From an optimization exercise on the open Yosys and OpenROAD flow, aimed at small area, a short achievable clock period and few clock cycles; shortcuts taken in it are not production practice.
RTL that was checked went through simulation tests only; none was proved equivalent to the original.
Power figures rest on the tool's default switching activity, not on a simulated workload.

==> flow/design.v <==
module mips_div(
    input         div_clk,
    input         resetn,
    input         div_signed,
    input         div,
    input  [31:0] x,
    input  [31:0] y,
    output [31:0] s,       
    output [31:0] r,       
    output        complete
);
    localparam ST_IDLE = 2'd0, ST_LZ = 2'd1, ST_SH = 2'd2, ST_IT = 2'd3;
    reg [1:0]  st;
    reg        complete_r;
    reg [32:0] rem;      
    reg [31:0] dv;       
    reg [31:0] q;
    reg [4:0]  cnt;
    reg        xn, yn, sub;
    wire sx     = div_signed & x[31];
    wire sy     = div_signed & y[31];
    wire sub_in = ~(sx ^ sy);
    wire sneg   = ~sub;
    function [4:0] lzc;
        input [31:0] v;
        integer i;
        reg found;
        begin
            lzc = 5'd31;
            found = 1'b0;
            for (i = 31; i >= 1; i = i - 1)
                if (!found && v[i]) begin
                    lzc = 31 - i;
                    found = 1'b1;
                end
        end
    endfunction
    wire [4:0] lzx = lzc(rem[31:0] ^ {32{xn}});
    wire [4:0] lzy = lzc(dv ^ {32{~xn}});
    wire [5:0] k   = {1'b0, lzy} - {1'b0, lzx} + {5'd0, xn};
    wire [31:0] dsh = (dv << cnt) | ({32{sub}} & ~({32{1'b1}} << cnt));
    wire [32:0] b    = {~xn, dv};
    wire [33:0] sum  = {rem, 1'b1} + {b, sub};
    wire [32:0] t    = sum[33:1];
    wire [32:0] pp   = rem ^ b;
    wire [32:0] kk   = {rem[31:0] | b[31:0], sub};
    wire        zero = (pp == kk);                         
    wire        acc  = xn ? (t[32] | zero) : ~t[32];
    wire        last = &cnt;                             
    always @(posedge div_clk) begin
        if (!resetn) begin
            st         <= ST_IDLE;
            complete_r <= 1'b0;
        end else begin
            complete_r <= 1'b0;
            case (st)
            ST_IDLE: if (div) st <= ST_LZ;
            ST_LZ: begin
                if (!div) st <= ST_IDLE;
                else if (!acc) begin
                    st         <= ST_IDLE;
                    complete_r <= 1'b1;
                end else st <= ST_SH;
            end
            ST_SH: st <= div ? ST_IT : ST_IDLE;
            ST_IT: begin
                if (!div) st <= ST_IDLE;
                else if (last) begin
                    st         <= ST_IDLE;
                    complete_r <= 1'b1;
                end
            end
            endcase
        end
    end
    always @(posedge div_clk) begin
        xn  <= sx;
        yn  <= sy;
        sub <= sub_in;
        cnt <= (st == ST_LZ) ? k[4:0] : cnt - 5'd1;
        q   <= (st == ST_IT) ? {q[30:0], acc ^ sneg} : {32{sneg & (st == ST_SH)}};
        case (st)
        ST_IDLE: dv <= y ^ {32{sub_in}};
        ST_LZ:   dv <= y ^ {32{sub_in}};
        ST_SH:   dv <= dsh;
        default: dv <= {~xn, dv[31:1]};
        endcase
        if (st == ST_IDLE)
            rem <= {sx, x};
        else if (acc && (st == ST_IT || (st == ST_LZ && sneg)))
            rem <= t;
    end
    assign complete = complete_r;
    assign s = q;
    assign r = rem[31:0];
endmodule
export LEC_CHECK = 0
export ABC_CLOCK_PERIOD_IN_PS = 3000
export CAP_MARGIN = 20
export CORE_MARGIN = 2
export CORE_UTILIZATION = 40
export SETUP_SLACK_MARGIN = 5
export SLEW_MARGIN = 20
create_clock -name core_clock -period 8.0 [get_ports {div_clk}]
run.sh (not shown) runs the stock make flow with config.mk's settings and CLKGATE_MAP_FILE= SYNTH_SCRIPT=/design/flow/synth_recipe.tcl, a recipe that flattens the netlist after the stock synthesis.
The starting point completed without violations.
Rerun with:
- ABC_CLOCK_PERIOD_IN_PS: 3000 -> default
Result: Clock skew is unchanged; wire length stays the same; core utilization is unchanged; cell area stays the same; sequential power stays flat.
No functional check of the RTL was part of any run of this note.

---

mips_div, a different RTL version from the one above (not shown whole).
Size in the first run: about 120 flip-flops.
clock: 8.0 ns
lec_check: 0
cap_margin: 20
core_margin: 2
core_utilization: 60
setup_slack_margin: 5
slew_margin: 20
tns_end_percent: 0
standard.sh (not shown) runs the stock make flow with config.mk's settings and CLKGATE_MAP_FILE= SYNTH_SCRIPT=/design/flow/synth_recipe.tcl, a recipe that flattens the netlist after the stock synthesis.
==> flow/flow/run.sh <==
#!/bin/bash
# The standard layout (standard.sh, unchanged synthesis), except that the
# port buffers are plain buf_2 cells instead of the default delay-buffer cell.
set -euo pipefail
bash standard.sh BUFFER_PORTS_ARGS="-buffer_cell sky130_fd_sc_hd__buf_2" finish > make_finish.log 2>&1
Next try:
--- a/flow/config.mk
+++ b/flow/config.mk
@@ -10 +10 @@
-export CORE_UTILIZATION = 60
+export CORE_UTILIZATION = 40
Result: Power goes up slightly. Setup slack gets better by 0.030 ns. Sequential share of layout area is lower by 0.31 points. Wire length came out higher by a little under a tenth. Die area rises by well over a third. Design area climbs slightly.
No functional check of the RTL was part of any run of this note.

---

mips_div, a different RTL version from the one above (not shown whole).
Size: roughly 1,900 cells after synthesis, ~120 flip-flops.
## mips_div
module mips_div(
    input         div_clk,
    input         resetn,
    input         div_signed,
    input         div,
    input  [31:0] x,
    input  [31:0] y,
    output [31:0] s,       
    output [31:0] r,       
    output        complete
);
export LEC_CHECK = 0
export ABC_AREA = 1
export CAP_MARGIN = 20
export CORE_MARGIN = 2
export CORE_UTILIZATION = 40
export SETUP_SLACK_MARGIN = 5
export SLEW_MARGIN = 20
export TNS_END_PERCENT = 0
create_clock -name core_clock -period 8.0 [get_ports {div_clk}]
==> flow/flow/run.sh <==
#!/bin/bash
# The standard layout (standard.sh, unchanged synthesis), except that:
#  - the port buffers are plain buf_2 cells instead of the default delay-buffer cell;
#  - clock tree synthesis uses clkbuf_4/clkbuf_8 and no dummy loads.
set -euo pipefail
bash standard.sh \
  BUFFER_PORTS_ARGS="-buffer_cell sky130_fd_sc_hd__buf_2" \
  CTS_ARGS="-sink_clustering_enable -repair_clock_nets -buf_list {sky130_fd_sc_hd__clkbuf_4 sky130_fd_sc_hd__clkbuf_8} -dont_use_dummy_load" \
  finish > make_finish.log 2>&1
Testbench counts at the start, summed over its fixed seeds: cycles 41,468.
Then changed:
ABC_AREA = not set   (was 1)
After rerunning:
- combinational power is lower by about a fifth
- final area fell by a few percent
- global-route usage goes down by 4.0 points

---

## 06-11
mips_div, a different RTL version from the one above (not shown whole).
For scale: roughly 120 flip-flops, ~130 I/O pins, roughly 11,000 µm² of cells after synthesis.
## mips_div
module mips_div(
    input         div_clk,
    input         resetn,
    input         div_signed,
    input         div,
    input  [31:0] x,
    input  [31:0] y,
    output [31:0] s,       
    output [31:0] r,       
    output        complete
);
    localparam ST_IDLE = 2'd0, ST_LZ = 2'd1, ST_IT = 2'd3;
    reg [1:0]  st;
    reg        complete_r;
    reg [32:0] rem;      
    reg [31:0] dv;       
    reg [31:0] q;
    reg [4:0]  cnt;
    reg [4:0]  lzx;
    reg [5:0]  lzy;
    reg        xn, yn, sub;
    reg        first;    
    wire sx     = div_signed & x[31];
    wire sy     = div_signed & y[31];
    wire sub_in = ~(sx ^ sy);
    wire sneg   = ~sub;
    wire [30:0] ux = x[30:0] ^ x[31:1];
    wire [30:0] uy = y[30:0] ^ y[31:1];
    wire [4:0]  lx, ly;
    wire        ynz;
    lzc32 u_lzx(.v({1'b0, ux[30:1], 1'b1}), .z(lx), .nz());
    lzc32 u_lzy(.v({1'b0, uy[30:0]}), .z(ly), .nz(ynz));
    wire [6:0] kd = {1'b0, lzy} - {2'b0, lzx};
    wire [4:0] k  = kd[6] ? 5'd0 : kd[4:0];
    wire       kz1 = sub & (k == 5'd0);
    wire [31:0] dsh = (dv << k) | ({32{sub}} & ~({32{1'b1}} << k));
    wire [32:0] b    = {~xn, dv};
    wire [33:0] sum  = {rem, 1'b1} + {b, sub};             
    wire [32:0] t    = sum[33:1];
    wire [32:0] pp   = rem ^ b;
    wire [32:0] kk   = {rem[31:0] | b[31:0], sub};
    wire        zero = (pp == kk);                         
    wire        acc  = xn ? (t[32] | zero) : ~t[32];
    wire        last = (cnt == 5'd0);
    always @(posedge div_clk) begin
        if (!resetn) begin
            st         <= ST_IDLE;
            complete_r <= 1'b0;
        end else begin
            complete_r <= 1'b0;
            case (st)
            ST_IDLE: if (div) st <= ST_LZ;
            ST_LZ: begin
                if (!div) st <= ST_IDLE;
                else if (!acc || kz1) begin
                    st         <= ST_IDLE;
                    complete_r <= 1'b1;
                end else st <= ST_IT;
            end
            default: begin
                if (!div) st <= ST_IDLE;
                else if (last) begin
                    st         <= ST_IDLE;
                    complete_r <= 1'b1;
                end
            end
            endcase
        end
    end
  ...
export LEC_CHECK = 0
export CAP_MARGIN = 20
export CORE_MARGIN = 2
export CORE_UTILIZATION = 40
export PLACE_DENSITY = 0.8
export SETUP_SLACK_MARGIN = 5
export SLEW_MARGIN = 20
export TNS_END_PERCENT = 0
create_clock -name core_clock -period 8.0 [get_ports {div_clk}]
Scripts as last shown in full above: flow/flow/run.sh
Testbench counts of 06-11, summed over its fixed seeds: cycles 41,434.
The following lists how 12-02 was set up differently from 06-11:
# 06-11
export LEC_CHECK = 0
export CAP_MARGIN = 20
export CORE_MARGIN = 2
export CORE_UTILIZATION = 40
export PLACE_DENSITY = 0.8
export SETUP_SLACK_MARGIN = 5
export SLEW_MARGIN = 20
export TNS_END_PERCENT = 0
create_clock -name core_clock -period 8.0 [get_ports {div_clk}]
# 12-02
export LEC_CHECK = 0
export CAP_MARGIN = 20
export CORE_MARGIN = 2
export CORE_UTILIZATION = 40
export SETUP_SLACK_MARGIN = 5
export SLEW_MARGIN = 20
export TNS_END_PERCENT = 100
create_clock -name core_clock -period 8.0 [get_ports {div_clk}]
Findings:
~same least setup slack across all paths after layout in 06-11 and 12-02
The final reports for 12-02 and 06-11 show global router's overall resource usage higher in the former.
Layout cell share with drive strength beyond 1 in 12-02 vs 06-11: up 12 points
Diff 06-11 -> 12-02: total half-perimeter wirelength after legalization and detailed placement rose by 2.8%; average via count per standard cell now larger.

---

Starting RTL as in the previous note.
==> flow/config.mk <==
export PLATFORM = sky130hd
export DESIGN_NAME = mips_div
export DESIGN_NICKNAME = mips_div
export VERILOG_FILES = /design/flow/design.v
export SDC_FILE = /design/flow/constraint.sdc
export NUM_CORES = 4
export LEC_CHECK = 0
export CAP_MARGIN = 20
export CORE_MARGIN = 2
export CORE_UTILIZATION = 40
export SETUP_SLACK_MARGIN = 5
export SLEW_MARGIN = 20
export TNS_END_PERCENT = 0
==> flow/constraint.sdc <==
create_clock -name core_clock -period 8.0 [get_ports {div_clk}]
set_input_delay 1.6000 -clock core_clock [delete_from_list [all_inputs] [get_ports {div_clk}]]
set_output_delay 1.6000 -clock core_clock [all_outputs]
set_load 0.01 [all_outputs]
Scripts as last shown in full above: flow/flow/run.sh
Testbench counts at the start, summed over its fixed seeds: cycles 41,434.
==> next run, changes <==
Settings changed: SETUP_SLACK_MARGIN 5 to 4.8, TNS_END_PERCENT 0 to 100.
Wire length climbs slightly.
Die area does not change.
Total power climbs by a few percent.
First-iteration DRC count climbs by a few percent.
Sequential share of layout area drops by 0.74 points.
Clock-buffer cell count does not change.
Design area climbs by a few percent.
Worst setup slack gets better by 0.024 ns.
Sequential cell count is unchanged.

==> re-timing with driven ports <==
The flow's constraints put no driver on any port. The routed layouts listed below were extracted and timed again, unchanged, in two steps.
Step 1 (the two cells are an assumption about what drives the block):
set clk [get_ports {div_clk}]
set_driving_cell -lib_cell sky130_fd_sc_hd__clkbuf_16 $clk
set_driving_cell -lib_cell sky130_fd_sc_hd__buf_2 [delete_from_list [all_inputs] $clk]
Step 2, shift: input delay + t, output delay - t, t = (earliest + latest rising clock arrival at the registers) / 2. This alone moves slack from input paths to output paths.
a / b / c = no drivers / after step 1 / after step 2; a / b = the first two.
run | t (ns) | slack for setup (ns) | hold slack, ns
the first run of note 1 | 0.423 | 4.042 / 4.042 / 4.042 | 0.448 / 0.448 / 0.448
the second run of note 1 | 0.423 | 4.042 / 4.042 / 4.042 | 0.448 / 0.448 / 0.448
the first run of note 2 | 0.472 | 4.034 / 4.034 / 4.034 | 0.468 / 0.468 / 0.468
the second run of note 2 | 0.475 | 4.064 / 4.064 / 4.064 | 0.464 / 0.464 / 0.464
the first run of note 3 | 0.483 | 5.003 / 5.003 / 4.550 | 0.462 / 0.462 / 0.462
the second run of note 3 | 0.484 | 4.884 / 4.884 / 4.427 | 0.507 / 0.507 / 0.507
06-11 | 0.478 | 4.616 / 4.616 / 4.299 | 0.439 / 0.439 / 0.439
12-02 | 0.515 | 4.613 / 4.613 / 4.307 | 0.447 / 0.447 / 0.447
the first run of note 5 | 0.489 | 4.660 / 4.660 / 4.296 | 0.462 / 0.462 / 0.462
the second run of note 5 | 0.482 | 4.683 / 4.683 / 4.384 | 0.461 / 0.461 / 0.461
After both steps setup and hold are still met in every run listed. For the second run of note 3, which loses most, drivers alone change the setup slack by 0.000 ns; drivers and shift together by -0.457 ns.
